This is an optimization exercise on Yosys and OpenROAD, whose aim is small area and a short achievable clock period, not a production implementation.
Where RTL was checked, it was by simulation tests only, not by an equivalence proof against the original.

Setup of 02-11:
==> flow/design.v (excerpt) <==
module Correlation_32(
    input [31:0] Num_1,
    input [31:0] Num_2,
    input [31:0] Num_3,
    input [31:0] Num_4,
    input [31:0] Num_5,
    input [31:0] Num_6,
    input [31:0] Num_7,
    input [31:0] Num_8,
    input [31:0] Num_9,
    input [31:0] Num_10,
    input [31:0] Num_11,
    input [31:0] Num_12,
    input [31:0] Num_13,
    input [31:0] Num_14,
    input [31:0] Num_15,
    input [31:0] Num_16,
    input [31:0] Target_Num,
    input Clock,
    input Reset,
    output reg [3:0] Out_4
    );
  wire [31:0] num [0:15];
  assign num[0] = Num_1;   assign num[1] = Num_2;   assign num[2] = Num_3;   assign num[3] = Num_4;
  assign num[4] = Num_5;   assign num[5] = Num_6;   assign num[6] = Num_7;   assign num[7] = Num_8;
  assign num[8] = Num_9;   assign num[9] = Num_10;  assign num[10] = Num_11; assign num[11] = Num_12;
  assign num[12] = Num_13; assign num[13] = Num_14; assign num[14] = Num_15; assign num[15] = Num_16;
  wire [5:0] d0 [0:15];
  wire [31:0] x0 = num[0] ^ Target_Num;
  wire p0_s0, p0_c0;
  wire p0_s1, p0_c1;
  wire p0_s2, p0_c2;
  wire p0_s3, p0_c3;
  wire p0_s4, p0_c4;
  ...
Size in the first run: about 4 flip-flops, about 550 I/O pins, ~0.017 mm² of cells after synthesis.
clock: 50.0 ns
lec_check: 0
cap_margin: 20
core_margin: 2
core_utilization: 40
slew_margin: 20
synth_hierarchical: 1
synth_minimum_keep_size: 0
run.sh (not shown) runs the stock make flow with config.mk's settings and CLKGATE_MAP_FILE= SYNTH_SCRIPT=/design/flow/synth_recipe.tcl, a recipe that flattens the netlist after the stock synthesis.
02-11: no failed stages, no open violations at the end
### 02-11 -> 06-15
==> flow/flow/run.sh (new file) <==
#!/bin/bash
# Standard ORFS layout (the standard.sh), with the port buffers made from the
# smallest buffer cell instead of the default choice.
set -euo pipefail
export BUFFER_PORTS_ARGS="-buffer_cell sky130_fd_sc_hd__buf_1"
bash standard.sh > standard.log 2>&1
==> flow/standard.sh (new file) <==
#!/bin/bash
# synth_recipe.tcl (not shown) runs the flow's synth.tcl, then flattens the netlist and writes it again
# the make line also repeats each setting of config.mk as NAME=value (left out here)
make -C /OpenROAD-flow-scripts/flow DESIGN_CONFIG=/design/flow/config.mk WORK_HOME=/design/flow/orfs CLKGATE_MAP_FILE= SYNTH_SCRIPT=/design/flow/synth_recipe.tcl "${@:-finish}"
removed: flow/run.sh
Notes after the runs:
06-15: done, clean on timing, DRC and antenna. Max post-layout instance count excluding filler cells across 02-11 and 06-15: 06-15. met2 track utilization from global routing, 02-11 and 06-15, lower one = 06-15. 06-15 — hold slack 0.30 ns lower, 02-11 as reference. From 02-11 to 06-15 the numbers moved as follows: share of final-layout standard cells stronger than drive strength 1 +0.83 points, worst setup slack -0.068 ns. Compared with 02-11, in 06-15 critical path depth increased by about 3% relative to the old numbers.

---

north:
Another version of the RTL of Correlation_32 (not shown whole).
For scale: about 1,600 cells after synthesis, roughly 4 flip-flops, roughly 550 I/O pins.
clock: 50.0 ns
lec_check: 0
cap_margin: 20
core_margin: 2
core_utilization: 40
slew_margin: 20
synth_hierarchical: 1
synth_minimum_keep_size: 0
standard.sh (not shown) runs the stock make flow with config.mk's settings and CLKGATE_MAP_FILE= SYNTH_SCRIPT=/design/flow/synth_recipe.tcl, a recipe that flattens the netlist after the stock synthesis.
==> flow/flow/run.sh <==
#!/bin/bash
# Standard ORFS layout (the standard.sh), with the port buffers made from the
# smallest buffer cell, and timing repair aiming for 0 ns of setup slack.
set -euo pipefail
export BUFFER_PORTS_ARGS="-buffer_cell sky130_fd_sc_hd__buf_1"
export SETUP_SLACK_MARGIN=0
bash standard.sh > standard.log 2>&1
north: flow completed, timing, DRC and antenna clean
> inputs changed (north -> south)
diff --git a/flow/flow/run.sh b/flow/flow/run.sh
--- a/flow/flow/run.sh
+++ b/flow/flow/run.sh
@@ -3 +3 @@
-# smallest buffer cell, and timing repair aiming for 0 ns of setup slack.
+# smallest buffer cell, and timing repair aiming for 36 ns of setup slack.
@@ -6 +6 @@
-export SETUP_SLACK_MARGIN=0
+export SETUP_SLACK_MARGIN=36
Findings:
- south has completed all stages; timing, DRC and antenna checks passed.
- Delta (south minus north): area growth from synthesis to layout increased by 14 points relative to the old numbers, number of iterations in the first detailed-routing pass increased by 4 relative to the old numbers, utilization increased by 5.6 points relative to the old numbers, number of global-route vias before repair increased by about 4.4% relative to the old numbers, via count increased by 2.6% relative to the old numbers.
- For total wire length after detailed routing, dividing the value from south by the value from north gives 1.05.
For east, these inputs were changed with respect to south:
diff --git a/flow/flow/run.sh b/flow/flow/run.sh
--- a/flow/flow/run.sh
+++ b/flow/flow/run.sh
@@ -3 +3 @@
-# smallest buffer cell, and timing repair aiming for 36 ns of setup slack.
+# smallest buffer cell, and timing repair aiming for 34 ns of setup slack.
@@ -6 +6 @@
-export SETUP_SLACK_MARGIN=36
+export SETUP_SLACK_MARGIN=34
## What came out
Via count came out exactly the same in south and east.
From south to east, number of H-tree levels did not move at all.
Worst hold slack: south vs east identical
Reported for south and east, clock-buffer cell count turned out identical to the last digit.
Delta (east minus south): area of the die essentially unchanged; count of distinct cell types in the synthesized netlist about even; synthesized cell count was more or less identical.
Input changes introduced in west (baseline for comparison: east):
diff --git a/flow/flow/run.sh b/flow/flow/run.sh
--- a/flow/flow/run.sh
+++ b/flow/flow/run.sh
@@ -3 +3 @@
-# smallest buffer cell, and timing repair aiming for 34 ns of setup slack.
+# smallest buffer cell, and timing repair aiming for 32 ns of setup slack.
@@ -6 +6 @@
-export SETUP_SLACK_MARGIN=34
+export SETUP_SLACK_MARGIN=32
### Flow results
- Re routed wire length: east and west aren't equal, and the lower value belongs to west.
- Summary of west over east: peak fanout along the critical path up 10, worst slack on hold paths decreased by 13 ps relative to the old numbers, minimum period implied by the final worst setup slack now sits higher.
- east and west ended up with nearly the same total instance count after detailed placement.
- Between east and west, the cell count went down.
No functional check of the RTL was part of any run of this note.

---

== old ==
Another version of the RTL of Correlation_32 (not shown whole).
Size: about 1500 cells after synthesis, roughly 0.017 mm^2 of cells after synthesis.
export LEC_CHECK = 0
export CAP_MARGIN = 20
export CORE_MARGIN = 2
export CORE_UTILIZATION = 60
export SLEW_MARGIN = 20
export SYNTH_HIERARCHICAL = 1
export SYNTH_MINIMUM_KEEP_SIZE = 0
create_clock -name core_clock -period 50.0 [get_ports {Clock}]
==> flow/flow/run.sh <==
#!/bin/bash
# Standard ORFS layout (the standard.sh), with the port buffers made from the
# smallest buffer cell, every combinational cell of the synthesized netlist set to its
# smallest drive strength, and timing repair aiming for 32.5 ns of setup slack.
set -euo pipefail
export BUFFER_PORTS_ARGS="-buffer_cell sky130_fd_sc_hd__buf_1"
export SETUP_SLACK_MARGIN=32.5
export POST_SYNTH_TCL="$PWD/flow/downsize.tcl"
bash standard.sh > standard.log 2>&1
==> flow/flow/downsize.tcl <==
# After synthesis: give every combinational cell the smallest drive strength of its
# kind (same function, smaller area); timing repair later sizes up what it needs.
set db [ord::get_db]
set n 0
foreach inst [[ord::get_db_block] getInsts] {
  set m [$inst getMaster]
  set name [$m getName]
  if {![regexp {^(sky130_fd_sc_hd__[a-z0-9]+)_([0-9]+)$} $name -> base size]} { continue }
  if {[regexp {df|dl|fa$|ha$|conb|tap|clkbuf|clkinv|clkdly|dly} $base]} { continue }
  set best ""
  set best_area 1e30
  foreach s {0 1 2} {
    set cand [$db findMaster ${base}_$s]
    if {$cand eq "NULL" || $cand eq ""} { continue }
    set a [expr {[$cand getWidth] * [$cand getHeight]}]
    if {$a < $best_area} { set best $cand; set best_area $a }
  }
  if {$best ne "" && [$best getName] ne $name && $best_area < [$m getWidth] * [$m getHeight]} {
    $inst swapMaster $best
    incr n
  }
}
puts "downsize.tcl: $n cells given a smaller drive strength"
old went all the way through synthesis, placement and routing and the layout is clean on timing, DRC and antenna.
For new, these inputs were changed with respect to old:
==> flow/flow/run.sh <==
#!/bin/bash
# Standard ORFS layout (the standard.sh), with the port buffers made from the
# smallest buffer cell, and timing repair aiming for 32.5 ns of setup slack.
set -euo pipefail
export BUFFER_PORTS_ARGS="-buffer_cell sky130_fd_sc_hd__buf_1"
export SETUP_SLACK_MARGIN=32.5
export RECOVER_POWER=100
bash standard.sh > standard.log 2>&1
removed: flow/flow/downsize.tcl
### Flow results
Net count reported at finish: old vs new — no meaningful difference. In the metrics for new and old, the one carrying the higher via count is old. The higher count of buffers added by post-CTS timing repair for setup came out of old. new -> stages 100% | layout checks FAIL | capacitance limit, slew limit.

---

Starting RTL as in the previous note.
Settings: LEC_CHECK=0, CAP_MARGIN=20, CORE_ASPECT_RATIO=0.3, CORE_MARGIN=2, CORE_UTILIZATION=75, CTS_BUF_LIST=sky130_fd_sc_hd__clkbuf_2, SLEW_MARGIN=20, SYNTH_HIERARCHICAL=1, SYNTH_MINIMUM_KEEP_SIZE=0; clock period 50.0 ns.
==> flow/flow/run.sh <==
#!/bin/bash
# Standard ORFS layout (the standard.sh), with the port buffers made from the
# smallest buffer cell, and timing repair aiming for 32.5 ns of setup slack.
set -euo pipefail
export BUFFER_PORTS_ARGS="-buffer_cell sky130_fd_sc_hd__buf_1"
export SETUP_SLACK_MARGIN=32.5
bash standard.sh > standard.log 2>&1
Edit:
- CORE_ASPECT_RATIO: 0.3 -> not set
- CORE_UTILIZATION: 75 -> 60
- CTS_BUF_LIST: sky130_fd_sc_hd__clkbuf_2 -> not set
- The changed run ran to the end with no violations
- sequential cell count is unchanged
- die area goes up by 23%
- final area goes down by 0.49%
- synthesized cell count stays the same
- setup slack gets better by 0.16 ns
- wire length goes down by 14%
Edit:
- CTS_BUF_LIST: not set -> sky130_fd_sc_hd__clkbuf_2
- PLACE_DENSITY: not set -> 0.85
Result: The changed run finished clean; routed wire length climbs by 4.3%; via count climbs by 3.6%; non-clock buffer count drops by 4; setup slack degrades by 0.039 ns; first-iteration DRC count climbs by 19%.
Edit:
- CORE_UTILIZATION: 60 -> 40
- CTS_BUF_LIST: sky130_fd_sc_hd__clkbuf_2 -> not set
- PLACE_DENSITY: 0.85 -> not set
Effect: Flip-flop and latch count stays the same; setup slack improves by 0.051 ns; synthesized area does not change; cell area rose by 1.6%; non-clock buffer count went down by 2; critical path depth grows by 1; count of clock-buffer cells in the layout does not change; wire length rises by 2.7%; die area came out higher by 49%; core utilization shrinks by 23 points.
Edit:
==> flow/flow/run.sh (replaced) <==
#!/bin/bash
# Standard ORFS layout (the standard.sh), with the port buffers made from the
# smallest buffer cell, and timing repair aiming for 32.7 ns of setup slack.
set -euo pipefail
export BUFFER_PORTS_ARGS="-buffer_cell sky130_fd_sc_hd__buf_1"
export SETUP_SLACK_MARGIN=32.7
bash standard.sh > standard.log 2>&1
- CORE_UTILIZATION: 40 -> 60
- CTS_BUF_LIST: not set -> sky130_fd_sc_hd__clkbuf_2
What happened: The changed run passed the timing, design-rule and antenna checks; maximum frequency increases by 0.63%; global-route usage increases by 11 points; area after synthesis does not change; cell area stays flat; sequential cell count stays the same.

==> what the ideal ports hide <==
How much do the figures lean on ideal ports? The routed layouts below were timed once more, with nothing changed but the port constraints. Step 1 (the two cells are an assumption about what drives the block):
set clk [get_ports {Clock}]
set_driving_cell -lib_cell sky130_fd_sc_hd__clkbuf_16 $clk
set_driving_cell -lib_cell sky130_fd_sc_hd__buf_2 [delete_from_list [all_inputs] $clk]
Step 2, shift: input delay + t, output delay - t, t = (earliest + latest rising clock arrival at the registers) / 2. This alone moves slack from input paths to output paths. Three values: no drivers, after step 1, after step 2; two values: the first two.
run	t, ns	setup WS [ns]	worst register clock-pin slew, ns
02-11	0.260	29.773 / 29.786 / 29.526	0.03 / 0.03
06-15	0.264	29.705 / 29.721 / 29.457	0.03 / 0.03
north	0.263	31.858 / 31.875 / 31.612	0.03 / 0.03
south	0.258	32.946 / 32.951 / 32.694	0.03 / 0.03
east	0.258	32.946 / 32.951 / 32.694	0.03 / 0.03
west	0.264	32.301 / 32.246 / 31.982	0.03 / 0.03
old	0.250	32.622 / 32.585 / 32.335	0.03 / 0.03
new	0.263	31.650 / 31.641 / 31.378	0.03 / 0.03
the first run of note 4	0.230	32.505 / 32.471 / 32.240	0.06 / 0.06
the second run of note 4	0.264	32.661 / 32.658 / 32.394	0.03 / 0.03
the third run of note 4	0.228	32.622 / 32.600 / 32.372	0.04 / 0.04
the fourth run of note 4	0.264	32.673 / 32.667 / 32.403	0.03 / 0.03
the fifth run of note 4	0.240	32.782 / 32.756 / 32.515	0.05 / 0.05
For west, which loses most, drivers alone change the setup slack by -0.055 ns; drivers and shift together by -0.319 ns.
